This is an optimization exercise on Yosys and OpenROAD, whose aim is small area, a short achievable clock period and few clock cycles per item, not a production implementation.
RTL that was checked went through simulation tests only; none was proved equivalent to the original.
Only the layout flow was run in run 3; the RTL was not checked for function there.
Power and IR drop assume default switching activity.

## flow/run.sh

```bash
#!/bin/bash
# synth_recipe.tcl (not shown) runs the flow's synth.tcl, then flattens the netlist and writes it again
# the make line also repeats each setting of config.mk as NAME=value (left out here)
make -C /OpenROAD-flow-scripts/flow DESIGN_CONFIG=/design/flow/config.mk WORK_HOME=/design/flow/orfs CLKGATE_MAP_FILE= SYNTH_SCRIPT=/design/flow/synth_recipe.tcl finish
```

## flow/config.mk

```make
export PLATFORM = sky130hd
export DESIGN_NAME = hft
export DESIGN_NICKNAME = hft
export VERILOG_FILES = /design/flow/design.v
export SDC_FILE = /design/flow/constraint.sdc
export NUM_CORES = 4
export LEC_CHECK = 0
export CAP_MARGIN = 20
export CORE_MARGIN = 2
export CORE_UTILIZATION = 55
export SETUP_SLACK_MARGIN = 5
export SLEW_MARGIN = 20
```

## flow/constraint.sdc

```tcl
create_clock -name core_clock -period 8.0 [get_ports {s_aclk}]
set_input_delay 1.6000 -clock core_clock [delete_from_list [all_inputs] [get_ports {s_aclk}]]
set_output_delay 1.6000 -clock core_clock [all_outputs]
set_load 0.01 [all_outputs]
```

## flow/design.v

```verilog
module hft_div #(
    parameter SW = 30
)(
    input  wire          clk,
    input  wire          rst_n,
    input  wire          en,
    input  wire          in_v,
    input  wire [31:0]   num,
    input  wire [26:0]   den,
    input  wire [SW-1:0] side_in,
    output wire          out_v,
    output wire [6:0]    quotient,
    output wire [SW-1:0] side_out
);
    reg [26:0]   r  [0:6];
    reg [26:0]   d  [0:6];
    reg [6:0]    nq [0:6];    
    reg [SW-1:0] sd [0:6];
    reg [6:0]    v;
    integer k;
    reg [26:0] ri, di;
    reg [6:0]  ni;
    reg [28:0] t;
    always @(posedge clk) begin
        if (!rst_n)  v <= 0;
        else if (en) v <= {v[5:0], in_v};
    end
    always @(posedge clk) begin
        if (en) begin
            for (k = 0; k < 7; k = k + 1) begin
                if (k == 0) begin
                    ri = {2'b0, num[31:7]};
                    di = den;
                    ni = num[6:0];
                    sd[0] <= side_in;
                end else begin
                    ri = r[k-1];
                    di = d[k-1];
                    ni = nq[k-1];
                    sd[k] <= sd[k-1];
                end
                t = {1'b0, ri, ni[6]} - {2'b0, di};
                r[k]  <= t[28] ? {ri[25:0], ni[6]} : t[26:0];
                nq[k] <= {ni[5:0], ~t[28]};
                d[k]  <= di;
            end
        end
    end
    assign out_v    = v[6];
    assign quotient = nq[6];
    assign side_out = sd[6];
endmodule
module hft #(
    parameter N_SHORT = 12,
    parameter N_LONG  = 26,
    parameter N_RSI = 14
)(
    input  wire        s_aclk,
    input  wire        s_aresetn,
    input  wire        s_axis_tvalid,
    input  wire        m_axis_tready,
    input  wire        s_axis_tlast,
    input  wire [31:0] s_axis_tdata,
    output wire        s_axis_tready,
    output wire        m_axis_tvalid,
    output wire        m_axis_tlast,
    output wire [31:0] m_axis_macd_tdata,
    output wire [31:0] m_axis_rsi_tdata
);
    integer i;
    reg        ov, kv;
    reg [27:0] o_macd, k_macd;
    reg [6:0]  o_rsi, k_rsi;
    reg        o_last, k_last;
    wire adv = ~kv;
    assign s_axis_tready = ~kv;
    reg        v0, t0;
    reg [31:0] x0;
    always @(posedge s_aclk) begin
        if (!s_aresetn) v0 <= 0;
        else if (adv)   v0 <= s_axis_tvalid;
        if (adv) begin
            x0 <= s_axis_tdata;
            t0 <= s_axis_tlast;
        end
    end
    reg [31:0] w [0:N_LONG-1];
    reg [4:0]  cnt;                  
    reg        f1, f12, f14, f26;    
    reg [35:0] s12;
    reg [36:0] s26;
    reg        v1, t1, pnz1, sv1;
    reg [32:0] d1;
    wire [31:0] prev  = f1  ? w[0]  : 32'd0;
    wire [31:0] old12 = f12 ? w[N_SHORT-1] : 32'd0;
    wire [31:0] old26 = f26 ? w[N_LONG-1]  : 32'd0;
    wire        go1   = adv & v0;
    wire [4:0]  cnt_n = (cnt == 5'd26) ? cnt : cnt + 5'd1;
    always @(posedge s_aclk) begin
        if (go1) begin
            w[0] <= x0;
            for (i = 1; i < N_LONG; i = i + 1) w[i] <= w[i-1];
        end
        if (adv) begin
            d1   <= {1'b0, x0} - {1'b0, prev};
            pnz1 <= |prev;
            sv1  <= f14;
            t1   <= t0;
        end
    end
    always @(posedge s_aclk) begin
        if (!s_aresetn) begin
            cnt <= 0; f1 <= 0; f12 <= 0; f14 <= 0; f26 <= 0;
            s12 <= 0; s26 <= 0; v1 <= 0;
        end else begin
            if (adv) v1 <= v0;
            if (go1) begin
                cnt <= cnt_n;
                f1  <= 1'b1;
                f12 <= cnt_n >= 5'd12;
                f14 <= cnt_n >= 5'd14;
                f26 <= cnt_n >= 5'd26;
                s12 <= s12 + {4'd0, x0} - {4'd0, old12};
                s26 <= s26 + {5'd0, x0} - {5'd0, old26};
            end
        end
    end
    reg [32:0] sl [0:N_RSI-1];
    reg [35:0] gs, ls;
    reg        v2, t2;
    reg [26:0] ah2, bh2;
    wire [32:0] sold = sv1 ? sl[N_RSI-1] : 33'd0;
    wire        go2  = adv & v1;
    wire [35:0] g_new = d1[32]   ? 36'd0 : {4'd0, d1[31:0]};
    wire [35:0] g_old = sold[32] ? 36'd0 : {4'd0, sold[31:0]};
    wire [35:0] m_new = d1[32]   ? {{3{1'b1}}, d1}   : 36'd0;    
    wire [35:0] m_old = sold[32] ? {{3{1'b1}}, sold} : 36'd0;
    wire [36:0] a_full = ({1'b0, s12} << 6) + ({1'b0, s12} << 4) + ({1'b0, s12} << 2) + {1'b0, s12};
    wire [36:0] b_full = (s26 << 5) + (s26 << 2) + (s26 << 1) + s26;
    always @(posedge s_aclk) begin
        if (go2) begin
            sl[0] <= pnz1 ? d1 : sold;
            for (i = 1; i < N_RSI; i = i + 1) sl[i] <= sl[i-1];
        end
        if (adv) begin
            ah2 <= a_full[36:10];
            bh2 <= b_full[36:10];
            t2  <= t1;
        end
    end
    always @(posedge s_aclk) begin
        if (!s_aresetn) begin
            gs <= 0; ls <= 0; v2 <= 0;
        end else begin
            if (adv) v2 <= v1;
            if (go2 && pnz1) begin
                gs <= gs + g_new - g_old;
                ls <= ls - m_new + m_old;
            end
        end
    end
    reg        v3, t3;
    reg [25:0] ag3, al3;
    reg [27:0] macd3;
    wire [35:0] ag_full = (gs << 6) + (gs << 3) + gs;
    wire [35:0] al_full = (ls << 6) + (ls << 3) + ls;
    always @(posedge s_aclk) begin
        if (!s_aresetn) v3 <= 0;
        else if (adv)   v3 <= v2;
        if (adv) begin
            ag3   <= ag_full[35:10];
            al3   <= al_full[35:10];
            macd3 <= {1'b0, ah2} - {1'b0, bh2};
            t3    <= t2;
        end
    end
    reg        v4, t4, lz4;
    reg [31:0] num4;
    reg [26:0] den4;
    reg [27:0] macd4;
    wire [31:0] ag3w = {6'd0, ag3};
    wire [31:0] num_full = (ag3w << 6) + (ag3w << 5) + (ag3w << 2);
    always @(posedge s_aclk) begin
        if (!s_aresetn) v4 <= 0;
        else if (adv)   v4 <= v3;
        if (adv) begin
            num4  <= num_full;
            den4  <= {1'b0, ag3} + {1'b0, al3};
            lz4   <= ~|al3;
            macd4 <= macd3;
            t4    <= t3;
        end
    end
    wire        vq;
    wire [6:0]  q;
    wire [29:0] side;
    hft_div #(.SW(30)) u_div (
        .clk      (s_aclk),
        .rst_n    (s_aresetn),
        .en       (adv),
        .in_v     (v4),
        .num      (num4),
        .den      (den4),
        .side_in  ({lz4, t4, macd4}),
        .out_v    (vq),
        .quotient (q),
        .side_out (side)
    );
    wire [6:0]  rsi_n  = side[29] ? 7'd100 : q;
    wire [27:0] macd_n = side[27:0];
    wire        last_n = side[28];
    wire push   = adv & vq;
    wire o_load = ~ov | m_axis_tready;
    always @(posedge s_aclk) begin
        if (!s_aresetn) begin
            ov <= 0; kv <= 0;
        end else begin
            if (o_load) begin
                ov <= kv | push;
                kv <= 1'b0;
            end else if (push) begin
                kv <= 1'b1;
            end
        end
        if (o_load) begin
            o_macd <= kv ? k_macd : macd_n;
            o_rsi  <= kv ? k_rsi  : rsi_n;
            o_last <= kv ? k_last : last_n;
        end
        if (adv) begin
            k_macd <= macd_n;
            k_rsi  <= rsi_n;
            k_last <= last_n;
        end
    end
    assign m_axis_tvalid     = ov;
    assign m_axis_tlast      = o_last;
    assign m_axis_macd_tdata = {{4{o_macd[27]}}, o_macd};
    assign m_axis_rsi_tdata  = {25'd0, o_rsi};
endmodule
```

==> summary.txt, run 1 <==
Outcome
  – Status: timing/DRC/antenna clean

Power and ir drop
  – Max IR drop VDD: roughly 0.24 mV
  – Pwr Density: ~400 mW/mm²
  – Lkg Pwr: approximately 54 nW

Clocking
  – Later-pin clock latency in the skew report: just over 0.9 ns
  – CTS Root Cell: clkbuf_16
  – H-tree depth: 4
  – Total CTS buffers: around 240
  – Max clock buf depth: 3
  – CTS tree: yes
  – Post-cts hold buffer count: 0
  – CTS sink count: 2398
  – CTS clk-pin slew, worst paths: 0.06 ns

Synth
  – EDFF count, synth: 2194
  – Yosys cell types: about 100
  – #FFs+latches synth: around 2400
  – Syn Area/Cell: about 14 µm²
  – Most used DFF post-synth: edfxtp_1
  – Post-synth ARST share: 0%
  – Synth Cell Area: approximately 0.11 mm²
  – Register area share after synthesis: a little over three fifths
  – Synth Instances: just over 8000
  – Ys Warns: 8

Timing
  – Final setup violation count: 0
  – Hold slack: 0.345 ns
  – Fin. max-slew vios: 0
  – Fmax: about 0.24 GHz
  – Slew Limit Headroom: between 20 and 30%
  – Setup TNS Final: 0 ns
  – Tmin final: around 4.2 ns
  – Least-Margin Pin Slew: 1.09 ns
  – Worst Skew: approximately 0.090 ns
  – Hold Vio Cnt, Final: 0
  – Period utilisation layout: between 50% and 60%
  – RSZ-0062 raised after global routing: yes

Floorplanning
  – # rows: 164
  – Full die area: roughly 0.20 mm²
  – I/O Pins: between 100 and 150
  – Die W: ~450 µm
  – Die Y: 453 µm
  – Initial Util: about 55%
  – Core area: 0.200 mm²

Place
  – Placed cell areas: 0.114 mm²
  – GP Congestion: approximately 0.86
  – Port Buf Inserts: between 70 and 80
  – Cells after DPL: roughly 11000
  – DP HPWL: approximately 150000 µm

Cells and area
  – Fill count: roughly 14000
  – Final Instance Count excl. Fillers: approximately 12000
  – Finished layout cell area: 0.136 mm²
  – Area delta synth->final: 22.9%
  – Nets: 9877
  – Share of cells above drive strength 1: 25.0%

Critical path
  – Setup crit start kind: register
  – Crit path DAT: roughly 5.0 ns
  – Crit. End Element: register
  – CP cell instances: clkinvlp_4 > fa_1 > inv_2 > ha_4 > o21a_1 > o211ai_1 > buf_4 > o32ai_4 > o211ai_1 > buf_4 > o21ai_4 > a41oi_2 > nor4b_4 > o31ai_2 > xnor2_1 > or3_1 > a21oi_1
  – Crit path kind: reg -> reg
  – CP max FO: 3
  – Required @ worst endpoint: around 9 ns
  – Slowest cell on crit path: fa_1
  – Worst r2r src: x0[6]$_DFFE_PN_
  – CP max stage delay: 0.56 ns
  – Crit path launch: x0[6]$_DFFE_PN_
  – Reg2reg setup slack: 3.78 ns

Routing
  – Via count: approximately 64000
  – Wire per inst: 20.0 µm
  – Final wirelength: between 200000 and 250000 µm
  – DRC: 0
  – Via density: between 5 and 6
  – DR pass1 iterations: 7
  – Iteration-0 DRC Markers: about 4300
  – Post-DRT Antenna Nets: 0

Global routing
  – GRT Total Usage: a little under a quarter
  – First-pass GRT wire length: 361000 µm
  – Largest net degree at the start of global routing: roughly 200
  – Vias in the first global route: roughly 64000
  – Antenna violations before repair: 9
  – GR Overflow Total: 0

Min path
  – Hold WC Path Type: reg -> reg
  – Hold path start: w[17][6]$_DFFE_PP_

Run
  – Max_cap viols: 0
cells in the mapped netlist (all sizes together), types with 26 or more instances:
cell type     n  area [µm²]
ha          585        7320
mux2         88        1050
edfxtp     2194       65900
a21oi       482        2410
o21bai       53         405
xnor2       266        2330
o31ai        34         260
a31oi        59         369
buf          62         403
a21o        221        1660
o21a         79         593
a211oi       55         418
and2        163        1020
a21boi       26         195
nand4        45         282
nand2b      107         679
clkbuf      107         403
o21ai       349        1770
or3          32         200
nand2       572        2150
nor2        312        1170
nor3         60         300
and3         37         233
dfxtp       204        4080
nand3        92         460
nor2b        69         432
fa          344        6890
inv         899        3370
xor2        160        1400
metal layers:
metal  vias to the layer above  share of wire (%)  GRT usage, %
met4                         0                2.9          7.17
met1                     31500                 45          32.2
met3                       360                4.0          3.00
met2                      1214                 48          36.9
met5                         -                  0             0
li1                      30600                  -             -
stage by stage:
step	util [%]	setup slack (ns)	power, mW
after detailed placement	57.3	2.83	34.5
after CTS	66.1	3.84	50.7
after global placement	57.3	2.86	34.0
final	68.0	3.78	52.9
after global routing	68.0	3.66	56.0
after floorplan	-	-7.11	30.8
placed cells by master (no fill, tap or decap), types with 96 or more instances in the layout:
cell,netlist,layout
a21oi_2,0,139
buf_6,6,190
dfxtp_1,204,134
o21ai_0,335,172
xor2_1,160,140
edfxtp_1,2194,2194
buf_4,30,404
clkbuf_16,0,242
and2_1,163,135
nor2_1,312,264
a21o_1,220,220
o21ai_2,3,120
nand2_1,571,480
a21oi_1,482,319
ha_1,585,476
ha_4,0,96
xnor2_1,266,225
inv_1,898,811
fa_1,344,319
worst paths after layout:
check | endpoint | cells past startpoint
setup / recovery | s26[36]$_SDFFE_PN0P_ | 17
hold / removal | w[18][6]$_DFFE_PP_ | 0
setup reg to reg | s26[36]$_SDFFE_PN0P_ | 17
hold reg to reg | w[18][6]$_DFFE_PP_ | 0
worst max-delay path, delay by kind of cell (launching register included):
kind | cells | cell delay (ns)
flops | 1 | 0.52
xor+xnor | 1 | 0.11
buf+inv | 4 | 0.72
simple gates | 2 | 0.50
compound gates | 8 | 1.44
fa+ha+maj | 2 | 0.81
cell type report:
cell class,count,area [µm²],area share (%)
sequential,2398,70100,51.6
multi-input combinational,4606,42900,31.6
timing repair buffer,766,8040,5.92
clock buffer,290,6230,4.58
inverter,899,3530,2.59
tap,2656,3320,2.44
clock inverter,155,1740,1.28
timing repair inverter,2,10.0,0.00736
antenna,2,5.00,0.00368
power breakdown:
part / total, mW / switching (mW) / internal (mW)
sequential: 18.7 / 1.40 / 17.3
clock: 11.1 / 4.79 / 6.33
combinational: 23.0 / 11.7 / 11.3
kinds of logic after synthesis:
family	Yosys count	synth area share, %
AO/OA/AOI/OAI	1546	8.84
buffers and inverters	1068	3.78
adder cells (fa/ha/maj)	929	12.8
AND/OR/NAND/NOR	1569	6.80
other	1	0.00339
multiplexers	109	1.14
flip-flops	2398	63.2
XOR/XNOR	426	3.37
flip-flops by register name, summed over array words and instances (netlist names), 26 cells and up:
| name | flops |
|---|---|
| ag3 | 26 |
| ah2 | 27 |
| al3 | 26 |
| bh2 | 27 |
| d1 | 33 |
| den4 | 27 |
| gs | 36 |
| k_macd | 28 |
| ls | 36 |
| macd3 | 28 |
| macd4 | 28 |
| num4 | 30 |
| o_macd | 28 |
| s12 | 36 |
| s26 | 37 |
| sl | 462 |
| u_div.d | 162 |
| u_div.nq | 38 |
| u_div.r | 162 |
| u_div.sd | 210 |
| w | 832 |
| x0 | 32 |
repair_timing:
action / 4_1_cts / 5_1_grt
buffers inserted: 425 / 172
gates resized for setup: 1502 / 557
gates cloned: 49 / 4
setup endpoints to repair: 2302 / 756
pin swaps: 608 / 408
Testbench counts, summed over its fixed seeds: cycles 2,152, items 2,048.
==> inputs of run 2 (changes only) <==
--- a/flow/config.mk
+++ b/flow/config.mk
@@ -10,3 +10,2 @@
 export CORE_UTILIZATION = 55
-export SETUP_SLACK_MARGIN = 5
 export SLEW_MARGIN = 20
==> summary.txt, run 2 <==
Synth
  – #FFs+latches synth: 2398 (unchanged)
  – Synth Cell Area: 0.111 mm² (unchanged)
  – Syn Area/Cell: 13.8 µm² (unchanged)
  – Yosys top cell area share: 59.5% (unchanged)
  – Most used DFF post-synth: edfxtp_1 (unchanged)
  – Yosys top cell by area: edfxtp_1 (unchanged)
  – Post-synth top cells: edfxtp_1, inv_1, ha_1 (unchanged)
  – Synth top area cells: edfxtp_1, ha_1, fa_1 (unchanged)
  – Post-synth ARST share: 0% (unchanged)
  – EDFF count, synth: 2194 (unchanged)
  – Register area share after synthesis: 63.2% (unchanged)
  – Yosys cell types: 99 (unchanged)
  – Most frequent cell after synthesis: edfxtp_1 (unchanged)
  – Ys Warns: 8 (unchanged)
  – Synth Instances: 8046 (unchanged)

Routing
  – Wire per inst: 18.8 µm (was 20.0 µm)
  – Final wirelength: 209000 µm (was 236000 µm)
  – DRC: 0 (unchanged)
  – Iteration-0 DRC Markers: 4302 (was 4330)
  – Via density: 5.34 (was 5.41)
  – Post-DRT Antenna Nets: 0 (unchanged)
  – Via count: 59300 (was 63700)
  – DR pass1 iterations: 5 (was 7)

Global routing
  – Gr busiest metal: met2 (unchanged)
  – Met2 GRT Util: 32.6% (was 36.9%)
  – Antenna violations before repair: 10 (was 9)
  – Largest net degree at the start of global routing: 198 (unchanged)
  – GRT Total Usage: 20.6% (was 22.7%)
  – Met1 Track Usage GR: 30.4% (was 32.2%)
  – GR Overflow Total: 0 (unchanged)
  – First-pass GRT wire length: 330000 µm (was 361000 µm)
  – Global Route met3 Usage: 2.73% (was 3.00%)
  – Vias in the first global route: 59800 (was 64400)

Timing
  – Worst Skew: 0.0922 ns (was 0.0903 ns)
  – Final worst slack: 2.71 ns (was 3.78 ns)
  – Hold slack: 0.344 ns (was 0.345 ns)
  – Slew Limit Headroom: 27.6% (was 27.1%)
  – Fmax: 0.189 GHz (was 0.237 GHz)
  – Tmin final: 5.29 ns (was 4.22 ns)
  – Fin. max-slew vios: 0 (unchanged)
  – Least-Margin Pin Slew: 1.09 ns (about the same)
  – Period utilisation layout: 66.1% (was 52.7%)
  – Hold Vio Cnt, Final: 0 (unchanged)
  – RSZ-0062 raised after global routing: no (was yes)
  – Final setup violation count: 0 (unchanged)
  – Setup TNS Final: 0 ns (unchanged)

Clocking
  – CTS clk-pin slew, worst paths: 0.06 ns (about the same)
  – Setup Fix Bufs, Post-CTS: 0 (was 425)
  – Total CTS buffers: 238 (unchanged)
  – CTS-repair resized insts: 0 (was 1502)
  – H-tree depth: 4 (unchanged)
  – Later-pin clock latency in the skew report: 0.91 ns (was 0.92 ns)
  – CTS tree: yes (unchanged)
  – CTS Root Cell: clkbuf_16 (unchanged)
  – Post-cts hold buffer count: 0 (unchanged)
  – Max clock buf depth: 3 (unchanged)
  – CTS sink count: 2398 (unchanged)

Critical path
  – CP max FO: 33 (was 3)
  – Required @ worst endpoint: 8.66 ns (was 8.79 ns)
  – Slowest cell on crit path: nor4_1 (was fa_1)
  – CP cell instances: buf_4 > nor2b_1 > buf_4 > and2_1 > fa_1 > inv_1 > ha_1 > a21oi_1 > o21ai_0 > a31oi_1 > a31oi_1 > nor4_1 > o21ai_0 > a32oi_1 > o21bai_1 > mux2i_1 > a21o_1 > a21oi_1 (was clkinvlp_4 > fa_1 > inv_2 > ha_4 > o21a_1 > o211ai_1 > buf_4 > o32ai_4 > o211ai_1 > buf_4 > o21ai_4 > a41oi_2 > nor4b_4 > o31ai_2 > xnor2_1 > or3_1 > a21oi_1)
  – Reg2reg setup slack: 2.71 ns (was 3.78 ns)
  – Crit path launch: sv1$_DFFE_PN_ (was x0[6]$_DFFE_PN_)
  – Crit path kind: reg -> reg (unchanged)
  – Crit. End Element: register (unchanged)
  – Worst r2r src: sv1$_DFFE_PN_ (was x0[6]$_DFFE_PN_)
  – Setup crit start kind: register (unchanged)
  – CP max stage delay: 0.65 ns (was 0.56 ns)
  – Worst r2r path cells: 18 (was 17)
  – Crit path DAT: 5.95 ns (was 5.01 ns)
  – Worst R2R End: gs[35]$_SDFFE_PN0P_ (was s26[36]$_SDFFE_PN0P_)

Cells and area
  – Max reg flops: 832 (unchanged)
  – Area of the multi-input gates: 0.0366 mm² (was 0.0429 mm²)
  – Top reg by flops: w (unchanged)
  – Reg area: 0.0700 mm² (was 0.0701 mm²)
  – Commonest non-fill, non-tap cell in the layout: edfxtp_1 (unchanged)
  – Share of cells above drive strength 1: 6.45% (was 25.0%)
  – Regs by FF count: w (832), sl (462), u_div.sd (210) (unchanged)
  – Finished layout cell area: 0.122 mm² (was 0.136 mm²)
  – Final Util: 61.3% (was 68.0%)
  – Nets: 9226 (was 9877)
  – Most frequent cells in the layout: edfxtp_1, inv_1, ha_1 (was edfxtp_1, inv_1, nand2_1)
  – Fill count: 15300 (was 13900)
  – Area delta synth->final: 10.7% (was 22.9%)

Min path
  – Hold path start: w[17][6]$_DFFE_PP_ (unchanged)
  – Hold WC Path Type: reg -> reg (unchanged)
  – Hold depth: 0 (unchanged)
  – Worst hold endpoint: w[18][6]$_DFFE_PP_ (unchanged)

Floorplanning
  – I/O Pins: 104 (unchanged)
  – Initial Util: 55.4% (unchanged)
  – Die Y: 453 µm (unchanged)
  – # rows: 164 (unchanged)
  – Core area: 0.200 mm² (unchanged)
  – Full die area: 0.205 mm² (unchanged)
  – Die W: 453 µm (unchanged)

Power and ir drop
  – Lkg Pwr: 48.4 nW (was 54.0 nW)
  – Pwr Density: 370 mW/mm² (was 389 mW/mm²)
  – Max IR drop VDD: 0.237 mV (was 0.241 mV)

Run
  – Max_cap viols: 0 (unchanged)

Place
  – Port Buf Inserts: 78 (unchanged)
  – GP Congestion: 0.862 (unchanged)
  – Place WS: 2.83 ns (unchanged)
  – DP HPWL: 148000 µm (unchanged)
  – Placed cell areas: 0.114 mm² (unchanged)

Outcome
  – Status: timing/DRC/antenna clean (unchanged)
==> run 2: cell families (layout without fill, tap and decap cells) <==
logic type | count (synthesis) | in the layout | share of synthesized area (%)
DFF | 2398 | 2398 | 63.2
and+or+nand+nor | 1569 | 1569 | 6.80
AOI/OAI and AO/OA | 1546 | 1546 | 8.84
buffers and inverters | 1068 | 1462 | 3.78
adders and majority gates | 929 | 929 | 12.8
xor gates and xnor gates | 426 | 426 | 3.37
muxes | 109 | 109 | 1.14
other | 1 | 28 | 0.00339
==> run 2: metal layers <==
| metal | part of all wire (%) | routed length (µm) |
|---|---|---|
| met5 | 0 | 0 |
| met4 | 2.0 | 4210 |
| met2 | 46 | 95700 |
| met3 | 3.6 | 7610 |
| met1 | 49 | 101000 |
==> run 2: area by class of cell <==
type / instances / share of cell area, %
multi-input cells: 4605 / 29.9
flip-flops and latches: 2398 / 57.1
inverters: 899 / 2.77
diodes: 2 / 0.00409
clock inverters: 155 / 1.42
well taps: 2656 / 2.71
repair buffers: 118 / 0.950
clock buffers: 290 / 5.09
==> run 2: metrics by stage <==
stage	instances	power [mW]
2_1_floorplan	8071	30.8
3_3_place_gp	10700	34.0
3_5_place_dp	10700	34.5
4_1_cts	11100	45.8
5_1_grt	11100	48.5
6_report	11100	45.3
==> run 2: report_power, final <==
group          switching [mW]  internal [mW]  total (mW)
logic                    8.63           7.03        15.7
registers                1.27           17.3        18.6
clock network            4.75           6.33        11.1
==> run 2: worst max-delay path by stage <==
stage,end,slack (ns),cells after the start
after detailed placement,gs[35]$_SDFFE_PN0P_,2.83,18
after global placement,ls[34]$_SDFFE_PN0P_,2.86,16
after floorplan,w[0][0]$_DFFE_PP_,-7.11,6
final,gs[35]$_SDFFE_PN0P_,2.71,18
after global routing,gs[35]$_SDFFE_PN0P_,2.32,18
after CTS,gs[35]$_SDFFE_PN0P_,2.82,18
==> run 2: critical path: cells and delay by family, from the launching register on <==
family / cells / cell delay (ns)
buffers and inverters: 3 / 0.80
AO/OA/AOI/OAI: 9 / 2.10
adder cells (fa/ha/maj): 2 / 0.64
multiplexers: 1 / 0.22
flip-flops: 1 / 0.35
AND/OR/NAND/NOR: 3 / 1.03
==> inputs of run 3 (changes only) <==
--- a/flow/design.v
+++ b/flow/design.v
@@ -1,27 +1,48 @@
-module hft_div #(
-    parameter SW = 30
-)(
-    input  wire          clk,
-    input  wire          rst_n,
-    input  wire          en,
-    input  wire          in_v,
-    input  wire [31:0]   num,
-    input  wire [26:0]   den,
-    input  wire [SW-1:0] side_in,
-    output wire          out_v,
-    output wire [6:0]    quotient,
-    output wire [SW-1:0] side_out
+module hft_div (
+    input  wire        clk,
+    input  wire        rst_n,
+    input  wire        en,
+    input  wire        in_v,
+    input  wire [31:0] num,
+    input  wire [26:0] den,
+    input  wire [28:0] side_in,
+    output wire        out_v,
+    output wire [6:0]  quotient,
+    output wire [28:0] side_out
 );
-    reg [26:0]   r  [0:6];
-    reg [26:0]   d  [0:6];
-    reg [6:0]    nq [0:6];    
-    reg [SW-1:0] sd [0:6];
-    reg [6:0]    v;
-    integer k;
-    reg [26:0] ri, di;
-    reg [6:0]  ni;
-    reg [28:0] t;
+    function [27:0] step;
+        input [26:0] r;
+        input        b;
+        input [26:0] d;
+        reg   [28:0] t;
+        begin
+            t = {1'b0, r, b} - {2'b0, d};
+            if (t[28]) step = {1'b0, r[25:0], b};
+            else       step = {1'b1, t[26:0]};
+        end
+    endfunction
+    reg        va, vb, vc, vd;
+    reg [26:0] ra, rb, rc;
+    reg [26:0] da, db, dc;
+    reg [4:0]  na;   
+    reg [2:0]  nb;   
+    reg        nc;   
+    reg [1:0]  qa;
+    reg [3:0]  qb;
+    reg [5:0]  qc;
+    reg [6:0]  qd;
+    reg [28:0] sa, sb, sc, sd;
+    wire [27:0] a6 = step({2'b0, num[31:7]}, num[6], den);
+    wire [27:0] a5 = step(a6[26:0], num[5], den);
+    wire [27:0] b4 = step(ra, na[4], da);
+    wire [27:0] b3 = step(b4[26:0], na[3], da);
+    wire [27:0] c2 = step(rb, nb[2], db);
+    wire [27:0] c1 = step(c2[26:0], nb[1], db);
+    wire [27:0] d0 = step(rc, nc, dc);
     always @(posedge clk) begin
-        if (!rst_n)  v <= 0;
-        else if (en) v <= {v[5:0], in_v};
+        if (!rst_n) begin
+            va <= 0; vb <= 0; vc <= 0; vd <= 0;
+        end else if (en) begin
+            va <= in_v; vb <= va; vc <= vb; vd <= vc;
+        end
     end
@@ -29,24 +50,11 @@
         if (en) begin
-            for (k = 0; k < 7; k = k + 1) begin
-                if (k == 0) begin
-                    ri = {2'b0, num[31:7]};
-                    di = den;
-                    ni = num[6:0];
-                    sd[0] <= side_in;
-                end else begin
-                    ri = r[k-1];
-                    di = d[k-1];
-                    ni = nq[k-1];
-                    sd[k] <= sd[k-1];
-                end
-                t = {1'b0, ri, ni[6]} - {2'b0, di};
-                r[k]  <= t[28] ? {ri[25:0], ni[6]} : t[26:0];
-                nq[k] <= {ni[5:0], ~t[28]};
-                d[k]  <= di;
-            end
-        end
-    end
-    assign out_v    = v[6];
-    assign quotient = nq[6];
-    assign side_out = sd[6];
+            ra <= a5[26:0]; da <= den; na <= num[4:0]; qa <= {a6[27], a5[27]}; sa <= side_in;
+            rb <= b3[26:0]; db <= da;  nb <= na[2:0];  qb <= {qa, b4[27], b3[27]}; sb <= sa;
+            rc <= c1[26:0]; dc <= db;  nc <= nb[0];    qc <= {qb, c2[27], c1[27]}; sc <= sb;
+            qd <= {qc, d0[27]}; sd <= sc;
+        end
+    end
+    assign out_v    = vd;
+    assign quotient = qd;
+    assign side_out = sd;
 endmodule
@@ -195,4 +203,4 @@
     wire [6:0]  q;
-    wire [29:0] side;
-    hft_div #(.SW(30)) u_div (
+    wire [28:0] side;
+    hft_div u_div (
         .clk      (s_aclk),
@@ -203,3 +211,3 @@
         .den      (den4),
-        .side_in  ({lz4, t4, macd4}),
+        .side_in  ({t4, macd4}),
         .out_v    (vq),
@@ -208,3 +216,7 @@
     );
-    wire [6:0]  rsi_n  = side[29] ? 7'd100 : q;
+    reg         lz5, lz6, lz7, lz8;
+    always @(posedge s_aclk) if (adv) begin
+        lz5 <= lz4; lz6 <= lz5; lz7 <= lz6; lz8 <= lz7;
+    end
+    wire [6:0]  rsi_n  = lz8 ? 7'd100 : q;
     wire [27:0] macd_n = side[27:0];
--- a/flow/config.mk
+++ b/flow/config.mk
@@ -7,2 +7,3 @@
 export LEC_CHECK = 0
+export ABC_CLOCK_PERIOD_IN_PS = 2500
 export CAP_MARGIN = 20
@@ -10,2 +11,3 @@
 export CORE_UTILIZATION = 55
+export SETUP_SLACK_MARGIN = 5
 export SLEW_MARGIN = 20
==> summary.txt, run 3 <==
Synth
  – Register area share after synthesis: 60.5% (was 63.2%)
  – Synth Cell Area: 0.102 mm² (was 0.111 mm²)
  – Most used DFF post-synth: edfxtp_1 (unchanged)
  – Post-synth top cells: edfxtp_1, inv_1, ha_1 (unchanged)
  – #FFs+latches synth: 2128 (was 2398)
  – Most frequent cell after synthesis: edfxtp_1 (unchanged)
  – Syn Area/Cell: 13.5 µm² (was 13.8 µm²)
  – Synth Instances: 7602 (was 8046)
  – Synth top area cells: edfxtp_1, ha_1, fa_1 (unchanged)
  – Post-synth ARST share: 0% (unchanged)
  – Yosys cell types: 95 (was 99)
  – Yosys top cell area share: 56.5% (was 59.5%)
  – Ys Warns: 4 (was 8)
  – Yosys top cell by area: edfxtp_1 (unchanged)
  – EDFF count, synth: 1927 (was 2194)

Timing
  – Final setup violation count: 0 (unchanged)
  – RSZ-0062 raised after global routing: yes (was no)
  – Least-Margin Pin Slew: 1.12 ns (was 1.09 ns)
  – Tmin final: 6.25 ns (was 5.29 ns)
  – Period utilisation layout: 78.2% (was 66.1%)
  – Fmax: 0.160 GHz (was 0.189 GHz)
  – Hold Vio Cnt, Final: 0 (unchanged)
  – Worst Skew: 0.0824 ns (was 0.0922 ns)
  – Slew Limit Headroom: 25.4% (was 27.6%)
  – Final worst slack: 1.75 ns (was 2.71 ns)
  – Fin. max-slew vios: 0 (unchanged)

Power and ir drop
  – Lkg Pwr: 48.9 nW (was 48.4 nW)
  – Max IR drop VDD: 0.620 mV (was 0.237 mV)
  – Pwr Density: 470 mW/mm² (was 370 mW/mm²)

Floorplanning
  – Die Y: 435 µm (was 453 µm)
  – I/O Pins: 104 (unchanged)
  – Core area: 0.185 mm² (was 0.200 mm²)
  – # rows: 158 (was 164)
  – Full die area: 0.190 mm² (was 0.205 mm²)
  – Initial Util: 55.2% (was 55.4%)
  – Die W: 435 µm (was 453 µm)

Critical path
  – Required @ worst endpoint: 8.59 ns (was 8.66 ns)
  – Crit-path leading delay family: compound AO/OA/AOI/OAI gates (unchanged)
  – CP Buf/Inv Count: 4 (was 3)
  – CP max stage delay: 0.49 ns (was 0.65 ns)
  – Crit path DAT: 6.85 ns (was 5.95 ns)
  – CP max FO: 8 (was 33)
  – Slowest cell on crit path: or3b_4 (was nor4_1)
  – CP cell instances: ha_4 > fa_2 > nor2b_4 > o31ai_4 > a211oi_2 > buf_4 > o41ai_4 > buf_4 > o311ai_4 > o22ai_2 > o21ai_4 > buf_12 > mux2_4 > ha_4 > a21o_1 > a21o_1 > a221o_1 > or3b_4 > o221ai_4 > o21ai_4 > a41oi_2 > or3b_4 > buf_12 > mux2_4 (was buf_4 > nor2b_1 > buf_4 > and2_1 > fa_1 > inv_1 > ha_1 > a21oi_1 > o21ai_0 > a31oi_1 > a31oi_1 > nor4_1 > o21ai_0 > a32oi_1 > o21bai_1 > mux2i_1 > a21o_1 > a21oi_1)
  – Crit. End Element: register (unchanged)
  – Crit path kind: reg -> reg (unchanged)
  – Setup crit start kind: register (unchanged)

Routing
  – Via count: 61200 (was 59300)
  – Iteration-0 DRC Markers: 4755 (was 4302)
  – DR pass1 iterations: 6 (was 5)
  – Post-DRT Antenna Nets: 0 (unchanged)
  – Final wirelength: 228000 µm (was 209000 µm)
  – DRC: 0 (unchanged)
  – Wire per inst: 20.7 µm (was 18.8 µm)
  – Via density: 5.57 (was 5.34)

Global routing
  – Antenna violations before repair: 8 (was 10)
  – GRT Total Usage: 23.6% (was 20.6%)
  – Largest net degree at the start of global routing: 208 (was 198)
  – First-pass GRT wire length: 349000 µm (was 330000 µm)
  – Vias in the first global route: 61200 (was 59800)
  – GR Overflow Total: 0 (unchanged)

Clocking
  – Later-pin clock latency in the skew report: 0.89 ns (was 0.91 ns)
  – CTS tree: yes (unchanged)
  – Total CTS buffers: 215 (was 238)
  – CTS Root Cell: clkbuf_16 (unchanged)
  – CTS clk-pin slew, worst paths: 0.06 ns (about the same)
  – CTS sink count: 2128 (was 2398)
  – Post-cts hold buffer count: 0 (unchanged)
  – H-tree depth: 4 (unchanged)
  – Max clock buf depth: 3 (unchanged)

Cells and area
  – Share of cells above drive strength 1: 23.8% (was 6.45%)
  – Max reg flops: 832 (unchanged)
  – Final Instance Count excl. Fillers: 11000 (was 11100)
  – Fill count: 13100 (was 15300)
  – Area of the multi-input gates: 0.0430 mm² (was 0.0366 mm²)
  – Nets: 9302 (was 9226)
  – Most frequent cells in the layout: edfxtp_1, inv_1, ha_1 (unchanged)
  – Reg area: 0.0621 mm² (was 0.0700 mm²)
  – Regs by FF count: w (832), sl (462), s26 (37) (was w (832), sl (462), u_div.sd (210))
  – Commonest non-fill, non-tap cell in the layout: edfxtp_1 (unchanged)
  – Top reg by flops: w (unchanged)
  – Area delta synth->final: 21.7% (was 10.7%)

Place
  – GP Congestion: 0.891 (was 0.862)
  – Cells after DPL: 10100 (was 10700)
  – Port Buf Inserts: 78 (unchanged)
  – DP HPWL: 148000 µm (about the same)
  – Place WS: 0.510 ns (was 2.83 ns)

Min path
  – Hold WC Path Type: reg -> reg (unchanged)

Run
  – Max_cap viols: 0 (unchanged)

Outcome
  – Status: timing/DRC/antenna clean (unchanged)
==> run 3: layer usage <==
metal / share of wire, % / routed length (µm) / global-route usage [%] / up-vias
met5: 0 / 0 / 0 / -
met4: 3.4 / 7730 / 8.18 / 0
met3: 4.3 / 9760 / 2.90 / 400
met2: 47 / 106000 / 37.6 / 1370
met1: 46 / 104000 / 33.7 / 30500
li1: - / - / - / 29000
==> run 3: what timing repair did <==
item                        CTS  global route
pin swaps                   476           375
buffers inserted            356           157
setup endpoints to repair  1021          1068
gates resized for setup    1281           467
cloned                       18             3
hold endpoints to repair      0             0
==> run 3: path summary, 6_finish.rpt <==
check | startpoint | end | slack (ns) | cells past startpoint
worst max register to register | u_div.da[0]$_DFFE_PN_ | u_div.rb[19]$_DFFE_PN_ | 1.75 | 24
worst min-delay path | w[24][16]$_DFFE_PP_ | w[25][16]$_DFFE_PP_ | 0.38 | 0
worst max-delay path | u_div.da[0]$_DFFE_PN_ | u_div.rb[19]$_DFFE_PN_ | 1.75 | 24
worst min register to register | w[24][16]$_DFFE_PP_ | w[25][16]$_DFFE_PP_ | 0.38 | 0
==> run 3: layout make-up <==
class                           instances  share of cell area (%)
Clock buffer                          262                    4.50
Timing Repair inverter                  1                 0.00703
Inverter                              692                    2.12
Tap cell                             2480                    2.49
Antenna cell                            1                 0.00201
Sequential cell                      2128                    49.9
Timing Repair Buffer                  652                    5.13
Multi-Input combinational cell       4646                    34.5
Clock inverter                        142                    1.39
==> run 3: stage by stage <==
| stage | hold WS (ns) | power [mW] | setup TNS, ns | instance area [µm²] | utilization (%) |
|---|---|---|---|---|---|
| detailed placement | 0.405 | 39.5 | 0 | 106000 | 57.3 |
| finish | 0.384 | 58.5 | 0 | 125000 | 67.3 |
| floorplan | 0.400 | 34.5 | -3902.01 | 102000 | - |
| global placement | 0.400 | 39.2 | 0 | 106000 | 57.3 |
| CTS | 0.380 | 55.7 | 0 | 121000 | 65.4 |
| global route | 0.390 | 62.3 | 0 | 125000 | 67.3 |
==> run 3: report_power, final <==
part           internal [mW]  switching, mW  leakage [nW]
clock network           5.89           4.34          3.52
logic                   16.2           15.6          24.7
registers               15.2           1.19          20.7
==> run 3: cells by family after synthesis <==
kind of cell	Yosys count	synth area share [%]
xor gates and xnor gates	410	3.51
buffers and inverters	854	3.29
other	1	0.00366
adders and majority gates	929	13.9
DFF	2128	60.5
muxes	170	1.86
and+or+nand+nor	1633	7.69
AOI/OAI and AO/OA	1477	9.28

==> re-timing with driven ports <==
Ports are ideal in the flow. The routed layouts listed here were re-timed in OpenROAD. Step 1: set_driving_cell puts a clkbuf_16 on s_aclk and a buf_2 on each other input, an assumption about the parent block. Step 2 adds t to the input delays and takes it off the output delays; t is the mean of the earliest and latest rising clock arrival at the registers after step 1. Input paths then give back, and output paths get back, about the clock's delay inside the block. a / b / c = ideal ports / drivers / drivers and shift; a / b = the first two.
run | shift t [ns] | slack for setup (ns) | worst setup path after step 2 | cell pins on the clock port's net
run 1 | 0.961 | 3.780 / 3.780 / 3.780 | register to register | 1
run 2 | 0.953 | 2.715 / 2.715 / 2.715 | register to register | 1
run 3 | 0.928 | 1.746 / 1.746 / 1.746 | register to register | 1
After both steps setup and hold are still met in every run listed.
